From an optimization exercise on the open Yosys and OpenROAD flow, aimed at small area and a short achievable clock period; shortcuts taken in it are not production practice. In this exercise RTL edits were held to simulation tests only and were not proved equivalent to the original. Power figures rest on the tool's default switching activity, not on a simulated workload.

## flow/constraint.sdc

```tcl
create_clock -name core_clock -period 30.0 [get_ports {ClkPort}]
set_input_delay 6.0000 -clock core_clock [delete_from_list [all_inputs] [get_ports {ClkPort}]]
set_output_delay 6.0000 -clock core_clock [all_outputs]
set_load 0.01 [all_outputs]
```

## flow/run.sh

```bash
#!/bin/bash
# synth_recipe.tcl (not shown) runs the flow's synth.tcl, then flattens the netlist and writes it again
# the make line also repeats each setting of config.mk as NAME=value (left out here)
make -C /OpenROAD-flow-scripts/flow DESIGN_CONFIG=/design/flow/config.mk WORK_HOME=/design/flow/orfs CLKGATE_MAP_FILE= SYNTH_SCRIPT=/design/flow/synth_recipe.tcl finish
```

## flow/config.mk

```make
export PLATFORM = sky130hd
export DESIGN_NAME = vga_top
export DESIGN_NICKNAME = vga_top
export VERILOG_FILES = /design/flow/design.v
export SDC_FILE = /design/flow/constraint.sdc
export NUM_CORES = 4
export LEC_CHECK = 0
export CAP_MARGIN = 20
export CORE_MARGIN = 2
export CORE_UTILIZATION = 40
export SLEW_MARGIN = 20
```

## flow/design.v

```verilog
module ee201_debouncer(CLK, RESET, PB, DPB, SCEN, MCEN, CCEN);
input	CLK, RESET;
input PB;
output DPB;
output SCEN, MCEN, CCEN;
parameter N_dc = 5;
(* fsm_encoding = "user" *)
reg [5:0] state;
reg [N_dc-1:0] debounce_count;
reg [3:0] MCEN_count;
assign {DPB, SCEN, MCEN, CCEN} = state[5:2];
localparam
 INI        = 6'b000000,
 WQ         = 6'b000001,
 SCEN_st    = 6'b111100,
 WH         = 6'b100000,
 MCEN_st    = 6'b101100,
 CCEN_st    = 6'b100100,
 MCEN_cont  = 6'b101101,
 CCR        = 6'b100001,
 WFCR       = 6'b100010;
always @ (posedge CLK)
	begin : State_Machine
		if (RESET)
		   begin
		      state <= INI;
		      debounce_count <= 0;
		      MCEN_count <= 4'd0;
		   end
		else 
		   begin
			   case (state)
				   INI: begin					
					     debounce_count <= 0;
					     MCEN_count <= 0;  
					     if (PB)
						   begin
							   state <= WQ;
						   end
			            end
			       WQ: begin
					   debounce_count <= debounce_count + 1;
			           if (!PB)
			             begin
			                state <= INI;
			             end
				       else if (debounce_count[N_dc-2])  
				         begin
				             state <= SCEN_st;
				         end
				      end
				   SCEN_st: begin
					  debounce_count <= 0;
				      MCEN_count <= MCEN_count + 1;
				      state <= WH;
				      end
				   WH: begin
					  debounce_count <= debounce_count + 1;
				      if (!PB)
				         begin
								state <= CCR;
							end	
				      else if (debounce_count[N_dc-1])  
				         begin
								state <= MCEN_st;
							end
				      end
				   MCEN_st: begin
					  debounce_count <= 0;
				      MCEN_count <= MCEN_count + 1;
				      state <= CCEN_st;
				      end
				   CCEN_st: begin
					  debounce_count <= debounce_count + 1;
				      if (!PB)
				        begin
							state <= CCR;
						end
				      else if (debounce_count[N_dc-2])  
				        begin
				            if (MCEN_count == 50'd100000000)
				                begin
									state <= MCEN_cont;
								end
				            else
				                begin
									state <= MCEN_st;
								end
				        end
				      end
				   MCEN_cont: begin  
					  if (!PB)
				         begin
								state <= CCR;
						 end
				      end
				   CCR: begin
					  debounce_count <= 0;
				      MCEN_count <= 0;
				      state <= WFCR;
				      end
				   WFCR: begin
					  debounce_count <= debounce_count + 1;
				      if (PB)
				         begin
								state <= WH;
							end
				      else if (debounce_count[N_dc-2]) 
				         begin
								state <= INI;
							end
				      end
				endcase		    
	      end
	end  
endmodule  
`timescale 1ns / 1ps
module game_logic (
    input clk,
	input BtnR,
	input BtnL,
	input BtnC,
    input Reset,
    input rst,
	output reg[9:0]x_position_player,
	output reg[9:0]ben_v,
	output reg[9:0]ben_x,
	output reg collision,
	output reg [9:0] enemy1_x,
	output reg [9:0] enemy1_y,
	output reg [9:0] enemy1_bx,
	output reg [9:0] enemy1_by,
	output reg       enemy1_d,
	output reg       enemy1_c,
	output reg game_over,
    output reg [9:0] enemy2_by,
    output reg [9:0] enemy2_bx,
    output reg [9:0] enemy3_by,
    output reg [9:0] enemy3_bx,
    output reg [9:0] enemy4_by,
    output reg [9:0] enemy4_bx,
    output reg [9:0] enemy5_by,
    output reg [9:0] enemy5_bx,
    output reg [9:0] enemy6_by,
    output reg [9:0] enemy6_bx,
    output reg [9:0] enemy7_by,
    output reg [9:0] enemy7_bx,
    output reg [9:0] enemy8_by,
    output reg [9:0] enemy8_bx,
    output reg [9:0] enemy9_by,
    output reg [9:0] enemy9_bx,
    output reg       enemy_BL,
    output reg       enemy_BR,
    output reg       enemy_MM,
    output reg       enemy_ML,
    output reg       enemy_MR,
    output reg       enemy_TM,
    output reg       enemy_TL,
    output reg       enemy_TR,
    output reg       splash_screen);
    wire o_CCEN;
    wire L_MCEN;
    wire C_MCEN;
    reg[49:0] div_clk;  
    reg[49:0] div_clk2;  
    reg[49:0] div_clk3;  
    reg[49:0] div_clk4;  
    reg[49:0] div_clk5;  
    reg[49:0] movement_speed_wave_input;  
    reg[49:0] bullet_speed_wave_input;
    reg[4:0] enemy_movement_clock;
    reg ben;
    reg bounce;
    reg boundary;
    reg enable_enemybullet;
    reg enable_enemybullet2;
    reg enable_enemybullet3;
    reg enable_enemybullet4;
    reg enable_enemybullet5;
    reg enable_enemybullet6;
    reg enable_enemybullet7;
    reg enable_enemybullet8;
    reg enable_enemybullet9;
    reg[2:0] random_number;
    reg benflag;
ee201_debouncer #(.N_dc(12)) ee201_debouncer_1 
        (.CLK(clk), .RESET(Reset | rst), .PB(BtnR), .DPB( ), .SCEN( ), .MCEN(o_CCEN), .CCEN());
ee201_debouncer #(.N_dc(12)) ffee201_debouncer_2 
        (.CLK(clk), .RESET(Reset | rst), .PB(BtnL), .DPB( ), .SCEN( ), .MCEN(L_MCEN), .CCEN());
ee201_debouncer #(.N_dc(12)) ggee201_debouncer_3 
        (.CLK(clk), .RESET(Reset | rst), .PB(BtnC), .DPB( ), .SCEN( ), .MCEN(C_MCEN), .CCEN());
    always@ (posedge clk) begin
      if (rst) begin
		x_position_player = 10'd340;
		ben_v = 10'd0;
		ben_x = 10'd0;
		collision = 0;
		enemy1_x = 10'd340;
		enemy1_y = 10'd84;
		enemy1_bx = 10'd0;
		enemy1_by = 10'd0;
		enemy1_d = 0;
		enemy1_c = 0;
		game_over = 0;
		enemy2_bx = 10'd0; enemy2_by = 10'd0;
		enemy3_bx = 10'd0; enemy3_by = 10'd0;
		enemy4_bx = 10'd0; enemy4_by = 10'd0;
		enemy5_bx = 10'd0; enemy5_by = 10'd0;
		enemy6_bx = 10'd0; enemy6_by = 10'd0;
		enemy7_bx = 10'd0; enemy7_by = 10'd0;
		enemy8_bx = 10'd0; enemy8_by = 10'd0;
		enemy9_bx = 10'd0; enemy9_by = 10'd0;
		enemy_BL = 0;
		enemy_BR = 0;
		enemy_MM = 0;
		enemy_ML = 0;
		enemy_MR = 0;
		enemy_TM = 0;
		enemy_TL = 0;
		enemy_TR = 0;
		splash_screen = 0;
		div_clk = 50'd0;
		div_clk2 = 50'd0;
		div_clk3 = 50'd0;
		div_clk4 = 50'd0;
		div_clk5 = 50'd0;
		bullet_speed_wave_input = 50'd200000;     
		movement_speed_wave_input = 50'd200;      
		enemy_movement_clock = 5'd0;
		ben = 0;
		bounce = 1;
		boundary = 0;
		enable_enemybullet = 0;
		enable_enemybullet2 = 0;
		enable_enemybullet3 = 0;
		enable_enemybullet4 = 0;
		enable_enemybullet5 = 0;
		enable_enemybullet6 = 0;
		enable_enemybullet7 = 0;
		enable_enemybullet8 = 0;
		enable_enemybullet9 = 0;
		random_number = 1;
		benflag = 0;
      end
      else begin
        if (o_CCEN)begin
            if (x_position_player >= 10'd744)begin
                x_position_player = x_position_player; end
            else begin
                x_position_player = x_position_player + 10'd10; end
        end
        else if (L_MCEN)begin
            if (x_position_player <= 10'd144)begin                 
                x_position_player = x_position_player; end         
            else begin                                             
                x_position_player = x_position_player - 10'd10; end
        end
        else if (C_MCEN && (benflag == 0))begin
            ben = 1;
            benflag = 1;
            ben_v = 10'd400;
            ben_x = x_position_player + 10'd15;
        end           
        if (ben)begin
            div_clk = div_clk + 50'd1;
                if (div_clk >= 50'd50)begin
                    div_clk = 50'd0;
                    ben_v = ben_v - 10'd1; end
                if (ben_v <= 10'd34)begin
                    ben_v = 10'd400;
                    ben = 0;
                    benflag = 0;
                end
        end
        if ((ben_x >= enemy1_x) & (ben_x <= enemy1_x+ 10'd20) & (ben_v == enemy1_y + 10'd20) & ~enemy1_c)begin
            enemy1_c = 1;
            ben = 0;
            benflag = 0;
            ben_v = 10'd400;
            ben_x = x_position_player + 10'd15;
            end
            if ((ben_x >= enemy1_x -10'd25) & (ben_x <= enemy1_x - 10'd5) & (ben_v == enemy1_y + 10'd20) & ~enemy_BL)begin
            enemy_BL = 1;
            ben = 0;
            benflag = 0;
            ben_v = 10'd400;
            ben_x = x_position_player + 10'd15;
            end
            if ((ben_x >= enemy1_x + 10'd25) & (ben_x <= enemy1_x + 10'd45) & (ben_v == enemy1_y + 10'd20) & ~enemy_BR)begin
            enemy_BR = 1;
            ben = 0;
            benflag = 0;
            ben_v = 10'd400;
            ben_x = x_position_player + 10'd15;
            end
        if ((ben_x >= enemy1_x) & (ben_x <= enemy1_x+ 10'd20) & (ben_v == enemy1_y - 10'd25) & ~enemy_MM)begin
            enemy_MM = 1;
            ben = 0;
            benflag = 0;
            ben_v = 10'd400;
            ben_x = x_position_player + 10'd15;
            end
            if ((ben_x >= enemy1_x -10'd25) & (ben_x <= enemy1_x - 10'd5) & (ben_v == enemy1_y - 10'd25) & ~enemy_ML)begin
            enemy_ML = 1;
            ben = 0;
            benflag = 0;
            ben_v = 10'd400;
            ben_x = x_position_player + 10'd15;
            end
            if ((ben_x >= enemy1_x + 10'd25) & (ben_x <= enemy1_x + 10'd45) & (ben_v == enemy1_y - 10'd25) & ~enemy_MR)begin
            enemy_MR = 1;
            ben = 0;
            benflag = 0;
            ben_v = 10'd400;
            ben_x = x_position_player + 10'd15;
            end
        if ((ben_x >= enemy1_x) & (ben_x <= enemy1_x+ 10'd20) & (ben_v == enemy1_y - 10'd50) & ~enemy_TM)begin
            enemy_TM = 1;
            ben = 0;
            benflag = 0;
            ben_v = 10'd400;
            ben_x = x_position_player + 10'd15;
            end
            if ((ben_x >= enemy1_x -10'd25) & (ben_x <= enemy1_x - 10'd5) & (ben_v == enemy1_y - 10'd50) & ~enemy_TL)begin
            enemy_TL = 1;
            ben = 0;
            benflag = 0;
            ben_v = 10'd400;
            ben_x = x_position_player + 10'd15;
            end
            if ((ben_x >= enemy1_x + 10'd25) & (ben_x <= enemy1_x + 10'd45) & (ben_v == enemy1_y - 10'd50) & ~enemy_TR)begin
            enemy_TR = 1;
            ben = 0;
            benflag = 0;
            ben_v = 10'd400;
            ben_x = x_position_player + 10'd15;
            end
            div_clk2 = div_clk2+ 50'd1;
        if (div_clk2 >= movement_speed_wave_input)begin
            div_clk2 = 50'd0;
            enemy_movement_clock = enemy_movement_clock + 5'd1;
            if (bounce)begin
                enemy1_y = enemy1_y + 10'd10;
                bounce = 0;
                boundary = ~boundary;
                end
            if (boundary)begin
                enemy1_x = enemy1_x + 10'd1;
                if (enemy1_x >= 10'd764)begin
                    bounce = 1;
                    enemy1_x = enemy1_x;
                    end                    
            end
            if (boundary == 0)begin
                enemy1_x = enemy1_x - 10'd1;
                if (enemy1_x <= 10'd144)begin
                    bounce = 1;
                    enemy1_x = enemy1_x;
                    end
            end   
        end
    div_clk3 = div_clk3 + 50'd1;
    if (div_clk3 >= 50'd75)begin
        div_clk3 =0;
        if (enable_enemybullet) begin
            if(enemy1_by >=516)begin
                enemy1_by = enemy1_by;
                enable_enemybullet = 0;
            end
            else
                enemy1_by = enemy1_by + 10'd1;
        end
        if (enable_enemybullet2) begin
            if(enemy2_by >=516)begin
                enemy2_by = enemy2_by;
                enable_enemybullet2 = 0;
            end
            else
                enemy2_by = enemy2_by + 10'd1;
        end
        if (enable_enemybullet3) begin
            if(enemy3_by >=516)begin
                enemy3_by = enemy3_by;
                enable_enemybullet3 = 0;
            end
            else
                enemy3_by = enemy3_by + 10'd1;
        end
        if (enable_enemybullet4) begin
            if(enemy4_by >=516)begin
                enemy4_by = enemy4_by;
                enable_enemybullet4 = 0;
            end
            else
                enemy4_by = enemy4_by + 10'd1;
        end
        if (enable_enemybullet5) begin
            if(enemy5_by >=516)begin
                enemy5_by = enemy5_by;
                enable_enemybullet5 = 0;
            end
            else
                enemy5_by = enemy5_by + 10'd1;
        end
        if (enable_enemybullet6) begin
            if(enemy6_by >=516)begin
                enemy6_by = enemy6_by;
                enable_enemybullet6 = 0;
            end
            else
                enemy6_by = enemy6_by + 10'd1;
        end
        if (enable_enemybullet7) begin
            if(enemy7_by >=516)begin
                enemy7_by = enemy7_by;
                enable_enemybullet7 = 0;
            end
            else
                enemy7_by = enemy7_by + 10'd1;
        end
        if (enable_enemybullet8) begin
            if(enemy8_by >=516)begin
                enemy8_by = enemy8_by;
                enable_enemybullet8 = 0;
            end
            else
                enemy8_by = enemy8_by + 10'd1;
        end
        if (enable_enemybullet9) begin
            if(enemy9_by >=516)begin
                enemy9_by = enemy9_by;
                enable_enemybullet9 = 0;
            end
            else
                enemy9_by = enemy9_by + 10'd1;
        end
    end  
    div_clk4 = div_clk4 + 50'd1;
    if (div_clk4 >= bullet_speed_wave_input)begin
    random_number = {random_number[1:0], random_number[2] ^ random_number[1]};
    div_clk4 = 0;  
    if (~enemy1_c & (random_number == 1))begin
    enable_enemybullet = 1;
    enemy1_bx = enemy1_x + 10'd8;
    enemy1_by = enemy1_y;
    end
    if (~enemy_BL & (random_number == 1))begin
    enable_enemybullet2 = 1;
    enemy2_bx = enemy1_x -10'd13;
    enemy2_by = enemy1_y;
    end
    if (~enemy_BR & (random_number == 2))begin
    enable_enemybullet3 = 1;
    enemy3_bx = enemy1_x + 10'd33;
    enemy3_by = enemy1_y;
    end
    if (~enemy_MM & (random_number == 3))begin
    enable_enemybullet4 = 1;
    enemy4_bx = enemy1_x + 10'd8;
    enemy4_by = enemy1_y - 10'd25;
    end    
    if (~enemy_ML & (random_number == 4))begin
    enable_enemybullet5 = 1;
    enemy5_bx = enemy1_x - 10'd13;
    enemy5_by = enemy1_y - 10'd25;
    end
    if (~enemy_MR & (random_number == 5))begin
    enable_enemybullet6 = 1;
    enemy6_bx = enemy1_x + 10'd33;
    enemy6_by = enemy1_y - 10'd25;
    end
    if (~enemy_TM & (random_number == 6))begin
    enable_enemybullet7 = 1;
    enemy7_bx = enemy1_x + 10'd8;
    enemy7_by = enemy1_y - 10'd50;
    end   
    if (~enemy_TL & (random_number == 7))begin
    enable_enemybullet8 = 1;
    enemy8_bx = enemy1_x - 10'd13;
    enemy8_by = enemy1_y - 10'd50;
    end   
    if (~enemy_TR & (random_number == 7))begin
    enable_enemybullet9 = 1;
    enemy9_bx = enemy1_x + 10'd33;  
    enemy9_by = enemy1_y - 10'd50;
    end   
    end  
    if ((enemy1_bx >= x_position_player - 10'd5) & (enemy1_bx <= x_position_player + 10'd40) & (enemy1_by >= 10'd390) & (enemy1_by <= 10'd440)) begin
        game_over =1;
        enable_enemybullet = 0;
        end
    if ((enemy2_bx >= x_position_player - 10'd5) & (enemy2_bx <= x_position_player + 10'd40) & (enemy2_by >= 10'd390) & (enemy2_by <= 10'd440)) begin
        game_over =1;
        enable_enemybullet2 = 0;
        end
    if ((enemy3_bx >= x_position_player - 10'd5) & (enemy3_bx <= x_position_player + 10'd40) & (enemy3_by >= 10'd390) & (enemy3_by <= 10'd440)) begin
        game_over =1;
        enable_enemybullet3 = 0;
        end
    if ((enemy4_bx >= x_position_player - 10'd5) & (enemy4_bx <= x_position_player + 10'd40) & (enemy4_by >= 10'd390) & (enemy4_by <= 10'd440)) begin
        game_over =1;
        enable_enemybullet4 = 0;
        end
    if ((enemy5_bx >= x_position_player - 10'd5) & (enemy5_bx <= x_position_player + 10'd40) & (enemy5_by >= 10'd390) & (enemy5_by <= 10'd440)) begin
        game_over =1;
        enable_enemybullet5 = 0;
        end
    if ((enemy6_bx >= x_position_player - 10'd5) & (enemy6_bx <= x_position_player + 10'd40) & (enemy6_by >= 10'd390) & (enemy6_by <= 10'd440)) begin
        game_over =1;
        enable_enemybullet6 = 0;
        end    
    if ((enemy7_bx >= x_position_player - 10'd5) & (enemy7_bx <= x_position_player + 10'd40) & (enemy7_by >= 10'd390) & (enemy7_by <= 10'd440)) begin
        game_over =1;
        enable_enemybullet7 = 0;
        end
    if ((enemy8_bx >= x_position_player - 10'd5) & (enemy8_bx <= x_position_player + 10'd40) & (enemy8_by >= 10'd390) & (enemy8_by <= 10'd440)) begin
        game_over =1;
        enable_enemybullet8 = 0;
        end
    if ((enemy9_bx >= x_position_player - 10'd5) & (enemy9_bx <= x_position_player + 10'd40) & (enemy9_by >= 10'd390) & (enemy9_by <= 10'd440)) begin
        game_over =1;
        enable_enemybullet9 = 0;
        end    
if (enemy1_c & enemy_BL & enemy_BR & enemy_MM & enemy_ML & enemy_MR & enemy_TR & enemy_TM & enemy_TL)begin
    splash_screen =1;
    div_clk5 = div_clk5 + 50'd1;
    if (div_clk5 >= 5000)begin
    splash_screen =0;
    div_clk5 = 0;
    movement_speed_wave_input = movement_speed_wave_input - 50'd25;
    bullet_speed_wave_input = bullet_speed_wave_input - 50'd50000;
    enemy1_c = 0;
    enemy_BL = 0;
    enemy_BR = 0;
    enemy_MM = 0;
    enemy_ML = 0;
    enemy_MR = 0;
    enemy_TR = 0;
    enemy_TM = 0;
    enemy_TL = 0;
    x_position_player = 10'd340;
	enemy1_x = 10'd340;
	enemy1_y = 10'd84;
	bounce = 1;
	end 
    end  
    end  
    end  
endmodule
`timescale 1ns / 1ps
module display_controller(
	input clk,
	input rst,
	output hSync, vSync,
	output reg bright,
	output reg[9:0] hCount, 
	output reg [9:0] vCount  
	);
	reg [1:0] div;
	wire clk25_en = (div == 2'd0);
	always @(posedge clk)
		if (rst)
			div <= 2'd0;
		else
			div <= div + 2'd1;
	always @ (posedge clk)
		if (rst)
			begin
			hCount <= 0;
			vCount <= 0;
			end
		else if (clk25_en)
		begin
		if (hCount < 10'd799)
			begin
			hCount <= hCount + 1;
			end
		else if (vCount < 10'd524)
			begin
			hCount <= 0;
			vCount <= vCount + 1;
			end
		else
			begin
			hCount <= 0;
			vCount <= 0;
			end
		end
	assign hSync = (hCount < 96) ? 1:0;
	assign vSync = (vCount < 2) ? 1:0;
	always @(posedge clk)
		if (rst)
			bright <= 0;
		else if (clk25_en)
		begin
		if(hCount > 10'd143 && hCount < 10'd784 && vCount > 10'd34 && vCount < 10'd516)
			bright <= 1;
		else
			bright <= 0;
		end	
endmodule
`timescale 1ns / 1ps
module vga_bitchange(
	input clk,
	input rst,
	input bright,
	input BtnC,
	input button,
	input BtnR,
	input BtnL,
	input [9:0] hCount, vCount,
	output reg [11:0] rgb,
	output [15:0] score
   );
	parameter BLACK = 12'b0000_0000_0000;
	parameter WHITE = 12'b1111_1111_1111;
	parameter RED   = 12'b1111_0000_0000;
	parameter GREEN = 12'b0000_1111_0000;
	parameter BLUE = 12'b0000_0000_1111;
	parameter PINK = 12'b1111_1100_1101;
	wire whiteZone;
	reg reset;
    reg[9:0] ox_position_player;
    wire player;
    reg[49:0] x_clk;
    wire fenemy;
	wire [9:0] x_position_player;
	wire [9:0] ben_v;
    wire [9:0] ben_x;
    wire bullet;
    wire collision;
    wire stars;
    wire [9:0] enemy1_x;
    wire [9:0] enemy1_y;
    wire [9:0] enemy1_bx;
    wire [9:0] enemy1_by;
    wire       enemy1_d;
    wire       enemy1_c;
    wire game_over;
    wire enemy1bullet;  
	wire enemy2bullet;
	wire enemy3bullet;
	wire enemy4bullet;
	wire enemy5bullet;
	wire enemy6bullet;
	wire enemy7bullet;
	wire enemy8bullet;
	wire enemy9bullet;
	wire [9:0] enemy2_bx;
    wire [9:0] enemy2_by;
	wire [9:0] enemy3_bx;
    wire [9:0] enemy3_by;
	wire [9:0] enemy4_bx;
    wire [9:0] enemy4_by;
	wire [9:0] enemy5_bx;
    wire [9:0] enemy5_by;
	wire [9:0] enemy6_bx;
    wire [9:0] enemy6_by;		
	wire [9:0] enemy7_bx;
    wire [9:0] enemy7_by;
	wire [9:0] enemy8_bx;
    wire [9:0] enemy8_by;
	wire [9:0] enemy9_bx;
    wire [9:0] enemy9_by;
	wire enemy_BL;  
	wire enemy_BR;
	wire enemy2_d;  
	wire enemy3_d;
	wire enemy4_d;
	wire enemy5_d;
	wire enemy6_d;
	wire enemy7_d;
	wire enemy8_d;
	wire enemy9_d;
	wire splash_screen;
	wire enemy_MM, enemy_ML, enemy_MR, enemy_TM, enemy_TL, enemy_TR;
	assign score = 16'd0;
	game_logic gl(.clk(clk), .rst(rst), .BtnR(BtnR), .BtnL(BtnL), .BtnC(BtnC), .Reset(button), .x_position_player(x_position_player), .ben_v(ben_v), .ben_x(ben_x), .collision(collision),
	 .enemy1_x(enemy1_x), .enemy1_y(enemy1_y),
	  .enemy1_bx(enemy1_bx), .enemy1_by(enemy1_by),
	   .enemy1_d(), .enemy1_c(enemy1_c),
	    .game_over(game_over),
	 .enemy2_by(enemy2_by), .enemy2_bx(enemy2_bx),
	  .enemy3_by(enemy3_by), .enemy3_bx(enemy3_bx),
	  .enemy4_by(enemy4_by), .enemy4_bx(enemy4_bx),
	  .enemy5_by(enemy5_by), .enemy5_bx(enemy5_bx),
	  .enemy6_by(enemy6_by), .enemy6_bx(enemy6_bx),
	  .enemy7_by(enemy7_by), .enemy7_bx(enemy7_bx),
	  .enemy8_by(enemy8_by), .enemy8_bx(enemy8_bx),
	  .enemy9_by(enemy9_by), .enemy9_bx(enemy9_bx),
	   .enemy_BL(enemy_BL), .enemy_BR(enemy_BR),
	   .enemy_MM(enemy_MM), .enemy_ML(enemy_ML), .enemy_MR(enemy_MR),
	   .enemy_TM(enemy_TM), .enemy_TL(enemy_TL), .enemy_TR(enemy_TR), .splash_screen(splash_screen));
	always@ (*) begin 
    	if (~bright)
		rgb = BLACK;  
	 else if (game_over ==1)
	       rgb = PINK;
	 else if (splash_screen == 1)
	   rgb = GREEN;
	  else if (player == 1)
	   rgb = BLUE;
	 else if (bullet ==1)begin
	 	if (ben_v >=10'd399)
			rgb = BLACK;
	   	else
			rgb = RED;
	end
	else if (enemy1_d == 1)begin
	   if (enemy1_c)
	       rgb = BLACK;
	   else
	       rgb = GREEN;
	end
	else if (enemy2_d ==1)begin
		if (enemy_BL ==1)
			rgb = BLACK;
		else
			rgb = WHITE;
	end
	else if (enemy3_d ==1)begin
		if (enemy_BR ==1)
			rgb = BLACK;
		else
			rgb = WHITE;
	end
	else if (enemy4_d ==1)begin
		if (enemy_MM ==1)
			rgb = BLACK;
		else
			rgb = WHITE;
	end
	else if (enemy5_d ==1)begin
		if (enemy_ML ==1)
			rgb = BLACK;
		else
			rgb = WHITE;
	end
	else if (enemy6_d ==1)begin
		if (enemy_MR ==1)
			rgb = BLACK;
		else
			rgb = WHITE;
	end
	else if (enemy7_d ==1)begin
		if (enemy_TM ==1)
			rgb = BLACK;
		else
			rgb = WHITE;
	end
	else if (enemy8_d ==1)begin
		if (enemy_TL ==1)
			rgb = BLACK;
		else
			rgb = WHITE;
	end
	else if(enemy9_d ==1)begin
		if (enemy_TR ==1)
			rgb = BLACK;
		else
			rgb = WHITE;
	end
	else if (enemy1bullet == 1)begin
		if (enemy1_c)
			rgb = BLACK;
		else
			rgb = WHITE;
	end
	else if (enemy2bullet == 1)begin
		if(enemy_BL)
			rgb = BLACK;
		else
			rgb = WHITE;
	end
	else if (enemy3bullet == 1)begin
		if(enemy_BR)
			rgb =BLACK;
		else
			rgb = WHITE;
	end
	else if (enemy4bullet == 1)begin
		if(enemy_MM)
			rgb = BLACK;
		else
			rgb = WHITE;
	end
	else if (enemy5bullet == 1)begin
		if(enemy_ML)
			rgb = BLACK;
		else
			rgb = WHITE;
	end
	else if (enemy6bullet == 1)begin
		if(enemy_MR)
			rgb = BLACK;
		else
			rgb = WHITE;
	end
	else if (enemy7bullet == 1)begin
		if(enemy_TM)
			rgb = BLACK;
		else
			rgb = WHITE;
	end
	else if (enemy8bullet == 1)begin
		if(enemy_TL)
			rgb = BLACK;
		else
			rgb = WHITE;
	end
	else if (enemy9bullet == 1)begin
		if(enemy_TR)
			rgb = BLACK;
		else
			rgb = WHITE;
	end
    else if (stars == 1)
	   rgb = WHITE;
	 else if (whiteZone == 1)
		rgb = BLACK;  
	 else
		rgb = BLACK;  
	end
	assign whiteZone = ((hCount >= 10'd144) && (hCount <= 10'd784)) && ((vCount >= 10'd400) && (vCount <= 10'd475)) ? 1 : 0;
    assign stars = ((hCount + vCount)%17 == 0) && (vCount%13 == 0)? 1 : 0;
    assign player = (
                   ((hCount >= x_position_player) && (hCount < x_position_player + 10'd40)) &&
				   ((vCount >= 10'd420) && (vCount <= 10'd440)) 
				   || 
				   ((hCount >= x_position_player + + 10'd10) && (hCount < x_position_player + 10'd30)) &&
				   ((vCount >= 10'd400) && (vCount <= 10'd410))
				   ||
				   ((hCount >= x_position_player + + 10'd15) && (hCount < x_position_player + 10'd25)) &&
				   ((vCount >= 10'd410) && (vCount <= 10'd420))
				   )? 1 : 0;
	assign bullet = (
	               ((hCount >= ben_x + 10'd4) && (hCount < ben_x + 10'd6)) &&
				   ((vCount >= ben_v +10'd12) && (vCount <= ben_v + 10'd20))
				   ||
				   ((hCount >= ben_x + 10'd2) && (hCount < ben_x + 10'd8)) &&
				   ((vCount >= ben_v +10'd6) && (vCount <= ben_v + 10'd12))
				   ||
				   ((hCount >= ben_x) && (hCount < ben_x + 10'd10)) &&
				   ((vCount >= ben_v) && (vCount <= ben_v + 10'd6))
				   ||
				   ((hCount >= ben_x + 10'd2) && (hCount < ben_x + 10'd8)) &&
				   ((vCount >= ben_v - 10'd2) && (vCount <= ben_v))
				   )
				    ? 1 : 0;
	assign enemy1_d = (
	                  (((hCount >= enemy1_x) && (hCount <= enemy1_x + 10'd20)) &&
				      ((vCount >= enemy1_y) && (vCount <= enemy1_y + 10'd20)))
				   )
				    ? 1 : 0;
	assign enemy2_d = ((hCount >= (enemy1_x -10'd25)) && (hCount <= enemy1_x - 10'd5)) &&
				   ((vCount >= enemy1_y) && (vCount <= enemy1_y + 10'd20)) ? 1 : 0;
	assign enemy3_d = ((hCount >= (enemy1_x + 10'd25)) && (hCount <= enemy1_x + 10'd45)) &&
				   ((vCount >= enemy1_y) && (vCount <= enemy1_y + 10'd20)) ? 1 : 0;
	assign enemy4_d = ((hCount >= enemy1_x) && (hCount <= enemy1_x + 10'd20)) &&
				   ((vCount >= enemy1_y - 10'd25) && (vCount <= enemy1_y - 10'd5)) ? 1 : 0;
	assign enemy5_d = ((hCount >= (enemy1_x -10'd25)) && (hCount <= enemy1_x - 10'd5)) &&
				   ((vCount >= enemy1_y - 10'd25) && (vCount <= enemy1_y - 10'd5)) ? 1 : 0;
	assign enemy6_d = ((hCount >= (enemy1_x + 10'd25)) && (hCount <= enemy1_x + 10'd45)) &&
				   ((vCount >= enemy1_y - 10'd25) && (vCount <= enemy1_y - 10'd5)) ? 1 : 0;
	assign enemy7_d = ((hCount >= enemy1_x) && (hCount <= enemy1_x + 10'd20)) &&
				   ((vCount >= enemy1_y - 10'd50) && (vCount <= enemy1_y - 10'd30)) ? 1 : 0;
	assign enemy8_d = ((hCount >= (enemy1_x -10'd25)) && (hCount <= enemy1_x - 10'd5)) &&
				   ((vCount >= enemy1_y - 10'd50) && (vCount <= enemy1_y - 10'd30)) ? 1 : 0;
	assign enemy9_d = ((hCount >= (enemy1_x + 10'd25)) && (hCount <= enemy1_x + 10'd45)) &&
				   ((vCount >= enemy1_y - 10'd50) && (vCount <= enemy1_y - 10'd30)) ? 1 : 0;
	assign enemy1bullet = ((hCount >= enemy1_bx) && (hCount <= enemy1_bx + 10'd5)) &&
				   ((vCount >= enemy1_by) && (vCount <= enemy1_by + 10'd5)) ? 1 : 0;
	assign enemy2bullet = ((hCount >= enemy2_bx) && (hCount <= enemy2_bx + 10'd5)) &&
				   ((vCount >= enemy2_by) && (vCount <= enemy2_by + 10'd5)) ? 1 : 0;
	assign enemy3bullet = ((hCount >= enemy3_bx) && (hCount <= enemy3_bx + 10'd5)) &&
				   ((vCount >= enemy3_by) && (vCount <= enemy3_by + 10'd5)) ? 1 : 0;
	assign enemy4bullet = ((hCount >= enemy4_bx) && (hCount <= enemy4_bx + 10'd5)) &&
				   ((vCount >= enemy4_by) && (vCount <= enemy4_by + 10'd5)) ? 1 : 0;
	assign enemy5bullet = ((hCount >= enemy5_bx) && (hCount <= enemy5_bx + 10'd5)) &&
				   ((vCount >= enemy5_by) && (vCount <= enemy5_by + 10'd5)) ? 1 : 0;
	assign enemy6bullet = ((hCount >= enemy6_bx) && (hCount <= enemy6_bx + 10'd5)) &&
				   ((vCount >= enemy6_by) && (vCount <= enemy6_by + 10'd5)) ? 1 : 0;
	assign enemy7bullet = ((hCount >= enemy7_bx) && (hCount <= enemy7_bx + 10'd5)) &&
				   ((vCount >= enemy7_by) && (vCount <= enemy7_by + 10'd5)) ? 1 : 0;
	assign enemy8bullet = ((hCount >= enemy8_bx) && (hCount <= enemy8_bx + 10'd5)) &&
				   ((vCount >= enemy8_by) && (vCount <= enemy8_by + 10'd5)) ? 1 : 0;
	assign enemy9bullet = ((hCount >= enemy9_bx) && (hCount <= enemy9_bx + 10'd5)) &&
				   ((vCount >= enemy9_by) && (vCount <= enemy9_by + 10'd5)) ? 1 : 0;
endmodule
`timescale 1ns / 1ps
module counter(
	input clk,
	input rst,
	input[15:0] displayNumber,
	output reg [3:0] anode,
	output reg [6:0] ssdOut	
    );
	reg [10:0] refresh;  
	reg [3:0] LEDNumber;
	wire [1:0] LEDCounter;
	always @ (posedge clk)
	begin
		if (rst)
			refresh <= 11'd0;
		else
			refresh <= refresh + 11'd1;
	end
	assign LEDCounter = refresh[10:9];
	always @ (*)
	 begin
		case (LEDCounter)
		2'b00: begin
			anode = 4'b0111;
			LEDNumber = displayNumber/1000;
				end
		2'b01: begin
			anode = 4'b1011;
			LEDNumber = (displayNumber % 1000)/100;
				end
		2'b10: begin
			anode = 4'b1101;
			LEDNumber = ((displayNumber % 1000)%100)/10;
				end
		2'b11: begin
			anode = 4'b1110;
			LEDNumber = ((displayNumber % 1000)%100)%10;
				end		
		endcase
	end
	always @ (*)
    begin
        case (LEDNumber)
        4'b0000: ssdOut = 7'b0000001;     
        4'b0001: ssdOut = 7'b1001111; 
        4'b0010: ssdOut = 7'b0010010; 
        4'b0011: ssdOut = 7'b0000110;  
        4'b0100: ssdOut = 7'b1001100;  
        4'b0101: ssdOut = 7'b0100100; 
        4'b0110: ssdOut = 7'b0100000;  
        4'b0111: ssdOut = 7'b0001111;  
        4'b1000: ssdOut = 7'b0000000;     
        4'b1001: ssdOut = 7'b0000100; 
        default: ssdOut = 7'b0000001; 
        endcase
    end
endmodule
`timescale 1ns / 1ps
module vga_top(
	input ClkPort,
	input Reset,
	input BtnC,
	input BtnU,
	input BtnR,
	input BtnL,
	output hSync, vSync,
	output [3:0] vgaR, vgaG, vgaB,
	output An0, An1, An2, An3, An4, An5, An6, An7,
	output Ca, Cb, Cc, Cd, Ce, Cf, Cg, Dp,
	output QuadSpiFlashCS
	);
	wire bright;
	wire[9:0] hc, vc;
	wire[15:0] score;
	wire [6:0] ssdOut;
	wire [3:0] anode;
	wire [11:0] rgb;
	display_controller dc(.clk(ClkPort), .rst(Reset), .hSync(hSync), .vSync(vSync), .bright(bright), .hCount(hc), .vCount(vc));
	vga_bitchange vbc(.clk(ClkPort), .rst(Reset), .bright(bright), .BtnC(BtnC), .button(BtnU), .BtnR(BtnR), .BtnL(BtnL), .hCount(hc), .vCount(vc), .rgb(rgb), .score(score));
	counter cnt(.clk(ClkPort), .rst(Reset), .displayNumber(score), .anode(anode), .ssdOut(ssdOut));
	assign Dp = 1;
	assign {Ca, Cb, Cc, Cd, Ce, Cf, Cg} = ssdOut[6 : 0];
    assign {An7, An6, An5, An4, An3, An2, An1, An0} = {4'b1111, anode};
	assign vgaR = rgb[11 : 8];
	assign vgaG = rgb[7  : 4];
	assign vgaB = rgb[3  : 0];
	assign {QuadSpiFlashCS} = 1'b1;
endmodule
```

==> impl_metrics.toml <==
[global_route]
met2_usage = 0.417
met1_usage = 0.349
grt_pass1_wl_um = 360000
grt_pass1_vias = 62193
gr-max-usage-layer = "met2"
grt_max_degree = 205
overflow = 0
grtUsageTotal = 0.256
grt.met3_usage = 0.0340
antenna_found_initial = 5

[worst_setup_path]
start_kind = "register"
cp.required_ns = 30.63
cp_common_cell = "a21oi_1"
worstSetupPathType = "reg -> reg"
reg2reg_slack_ns = 1.71
end_kind = "register"
cp_slowest_cell = "or4_1"
r2r_cells = 158
reg2reg_to = "vbc.gl.game_over$_SDFFE_PP0P_"
max_stage_delay_ns = 0.57
worstPathArrival_ns = 28.92
critical_path_peak_fanout = 15
r2r_start = "vbc.gl.div_clk[9]$_SDFFE_PP0N_"

[finish]
final_cell_area_um2 = 77100
nNetsFinal = 10220
area_growth_pct = 11.0
drive_above_1_share = 0.0765
fillers = 17215

[yosys]
synth_area_um2 = 69500
synth_seq_area_share = 0.199
synth_edf_count = 0
netlist.area_leader.share = 0.206
ys_warn_count = 5
postSynthAreaPerCell_um2 = 7.75
async_flop_share = 0
synth.distinct_cells = 111
synth_area_leaders = "ha_1, dfxtp_1, xnor2_1"
synth-seq-cells = 689
yosysTopAreaCell = "ha_1"
synth_flop_cell = "dfxtp_1"
postSynthCellCount = 8965

[sta]
finalSetupViolCount = 0
fin_ws_ns = 1.71
period_minus_slack_ns = 28.29
drv_slew = 0
finalHoldViolCount = 0
worst_slew_pin_slew_ns = 1.12
fmax_mhz = 35.4
skew_ns = 0.0342
fin_crit_sh = 0.943
timing.hold.ws_ns = 0.419
slew_headroom = 0.254

[worst_hold_path]
worstHoldEndpoint = "dc.div[0]$_SDFF_PP0_"
holdCritPathClass = "reg -> reg"
hold_depth = 1
hp-start = "dc.div[0]$_SDFF_PP0_"

[placement]
portBuffers = 23
gp_congestion = 0.995
dp_slack_ns = -0.119
dp_hpwl_um = 175000
placedInstanceArea_um2 = 73400

[status]
status = "finished clean"

[routing]
routedWlPerCell_um = 20.5
wl_um = 235000
firstDrtPassIters = 6
ant_nets = 0
drc = 0
vias = 66479
viasPerCell = 5.80
drtIter0Drc = 5422

[floorplan]
die_x_um = 421
io-pin-count = 37
core_region_area_um2 = 172000
dieArea_um2 = 177000
rows = 152
fp.dieH_um = 421
initial_core_util = 0.404

[power_and_ir_drop]
p_leak_uw = 0.0332
vdd_drop_max_uv = 43.1
p_per_area_nw_per_um2 = 28.8

[cts]
htree_levels = 3
cts_buffer_depth = 3
clk_latency_ns = 0.73
cts_tree = "done"
hold_buffers = 0
clock_sink_count = 689
path_clk_slew_ns = 0.06
cts_buffers = 86
clockRootBuffer = "clkbuf_16"

[job]
maxCapViolCount = 0
-- report_power, final --
part           switching (µW)  internal, µW  total, µW
sequential               9.08           921        930
combinational             117          62.4        179
clock                     464           649       1110
total                     590          1630       2220
-- worst max path at each step --
stage	startpoint	end	slack, ns	cells past startpoint
detailed placement	vbc.gl.div_clk[0]$_SDFFE_PP0N_	vbc.gl.game_over$_SDFFE_PP0P_	-0.12	163
global placement	vbc.gl.div_clk[0]$_SDFFE_PP0N_	vbc.gl.game_over$_SDFFE_PP0P_	0.31	168
floorplan	vbc.gl.ggee201_debouncer_3.state[3]$_SDFFE_PP0P_	vbc.gl.enable_enemybullet9$_SDFF_PP0_	1.20	181
global route	vbc.gl.div_clk[9]$_SDFFE_PP0N_	vbc.gl.game_over$_SDFFE_PP0P_	-0.17	171
CTS	vbc.gl.div_clk[0]$_SDFFE_PP0N_	vbc.gl.game_over$_SDFFE_PP0P_	0.04	162
finish	vbc.gl.div_clk[9]$_SDFFE_PP0N_	vbc.gl.game_over$_SDFFE_PP0P_	1.71	158
-- through the flow --
step / utilization / instances / total power (µW) / TNS (ns)
detailed placement: 0.427 / 11261 / 1130 / -0.218
global placement: 0.427 / 11261 / 1120 / 0
finish: 0.448 / 11453 / 2220 / 0
floorplan: - / 9019 / 1060 / 0
global route: 0.448 / 11451 / 2300 / -0.318
CTS: 0.444 / 11418 / 2250 / 0
-- final cells by class --
cell class | count | area (µm²) | share of cell area
Sequential cell | 689 | 13800 | 0.180
Clock buffer | 114 | 2370 | 0.0307
Timing Repair Buffer | 300 | 2370 | 0.0307
Clock inverter | 43 | 612 | 0.00793
Tap cell | 2310 | 2890 | 0.0375
Multi-Input combinational cell | 7482 | 53100 | 0.689
Inverter | 513 | 1930 | 0.0250
Antenna cell | 2 | 5.00 | 0.0000649
-- what timing repair did --
item                                    in CTS  in global routing
resized for setup                            7                111
hold endpoints to repair                     0                  0
pin swaps                                    1                 28
buffers inserted                             0                 31
gates cloned                                 0                  2
endpoints found under the setup margin       2                229
-- Yosys cell counts (24+ instances only) --
| cell | instances |
|---|---|
| a21o_1 | 182 |
| nor4_1 | 99 |
| a21oi_1 | 665 |
| mux2i_1 | 62 |
| o211ai_1 | 65 |
| nand4_1 | 274 |
| o21ai_0 | 489 |
| xor2_1 | 138 |
| xnor2_1 | 597 |
| nor3b_1 | 24 |
| nand2b_1 | 201 |
| mux2_2 | 81 |
| inv_1 | 491 |
| and4_1 | 30 |
| a31oi_1 | 80 |
| and3_1 | 266 |
| nor3_1 | 207 |
| o31ai_1 | 50 |
| nand4b_1 | 26 |
| and2_1 | 142 |
| a211oi_1 | 72 |
| dfxtp_1 | 689 |
| o22ai_1 | 36 |
| ha_1 | 1141 |
| nor2b_1 | 227 |
| or4_1 | 40 |
| or3_1 | 89 |
| nand2_1 | 577 |
| or2_2 | 33 |
| a311oi_1 | 24 |
| clkbuf_1 | 280 |
| a21boi_0 | 25 |
| nor2_1 | 828 |
| o21a_1 | 57 |
| nand3_1 | 262 |
-- kinds of logic (layout without fill, tap and decap cells) --
| group | after synthesis | after routing | synth area share |
|---|---|---|---|
| compound gates | 2018 | 2018 | 0.181 |
| xor+xnor | 735 | 735 | 0.0927 |
| fa+ha+maj | 1146 | 1146 | 0.206 |
| buf+inv | 849 | 970 | 0.0475 |
| flops | 689 | 689 | 0.199 |
| mux | 144 | 144 | 0.0222 |
| other cells | 2 | 58 | 0.000108 |
| simple gates | 3382 | 3383 | 0.252 |
-- state kept, by name (all words and copies together), names as in the netlist, 46 cells and up --
register	flops
vbc.gl.bullet_speed_wave_input	46
vbc.gl.div_clk	50
vbc.gl.div_clk2	50
vbc.gl.div_clk3	50
vbc.gl.div_clk4	50
vbc.gl.div_clk5	50
vbc.gl.movement_speed_wave_input	50
-- per-layer routing --
layer | share of wire | wire length [µm] | vias up
li1 | - | - | 32449
met4 | 0.032 | 7460 | 4
met1 | 0.46 | 107000 | 31568
met2 | 0.45 | 105000 | 2049
met5 | 0.00011 | 27 | -
met3 | 0.066 | 15500 | 409
-- placed cells by master (no fill, tap or decap), drive strengths merged, types with 24 or more instances in the layout --
cell and instances:
a211oi 73, ha 1141, nor3 209, clkinv 38
xnor2 597, buf 278, xor2 138, o21a 57
nor3b 24, o31ai 50, a21oi 667, and4 32
and2 142, clkbuf 114, and3 266, a21o 182
nand3 266, o22ai 36, nand2b 201, nor2 829
or4 41, a21boi 26, inv 504, o211ai 66
a31oi 81, nor4 105, nor2b 227, mux2 82
mux2i 62, dfxtp 689, or2 36, or3 89
nand4 279, nand4b 26, a311oi 24, conb 56
nand2 579, o21ai 506
-- worst max-delay path, delay by kind of cell, from the launching register on --
family / cells / cell delay (ns)
AO/OA/AOI/OAI: 79 / 13.20
AND/OR/NAND/NOR: 54 / 7.91
adder cells (fa/ha/maj): 9 / 2.76
multiplexers: 7 / 2.57
buffers and inverters: 9 / 1.42
flip-flops: 1 / 0.36

port drivers added, routing unchanged:
No port has a modelled driver above. Below, the same layout with a new extraction and two added sets of constraints.
Step 1: set_driving_cell puts a clkbuf_16 on ClkPort and a buf_2 on each other input, an assumption about the parent block.
Step 2 times the ports against the registers' clock, not the clock port: input delays grow and output delays shrink by t, the midpoint of the rising clock arrivals with the driver on.
a / b / c = ideal ports / drivers / drivers and shift; a / b = the first two.
t, ns: 0.792
slack for setup (ns): 1.714 / 1.714 / 1.714
slew at the worst register clock pin (ns): 0.07 / 0.07
pins driven straight from the clock port: 1
After both steps this run still meets setup and hold. For this run, drivers alone change the setup slack by 0.000 ns; drivers and shift together by 0.000 ns.
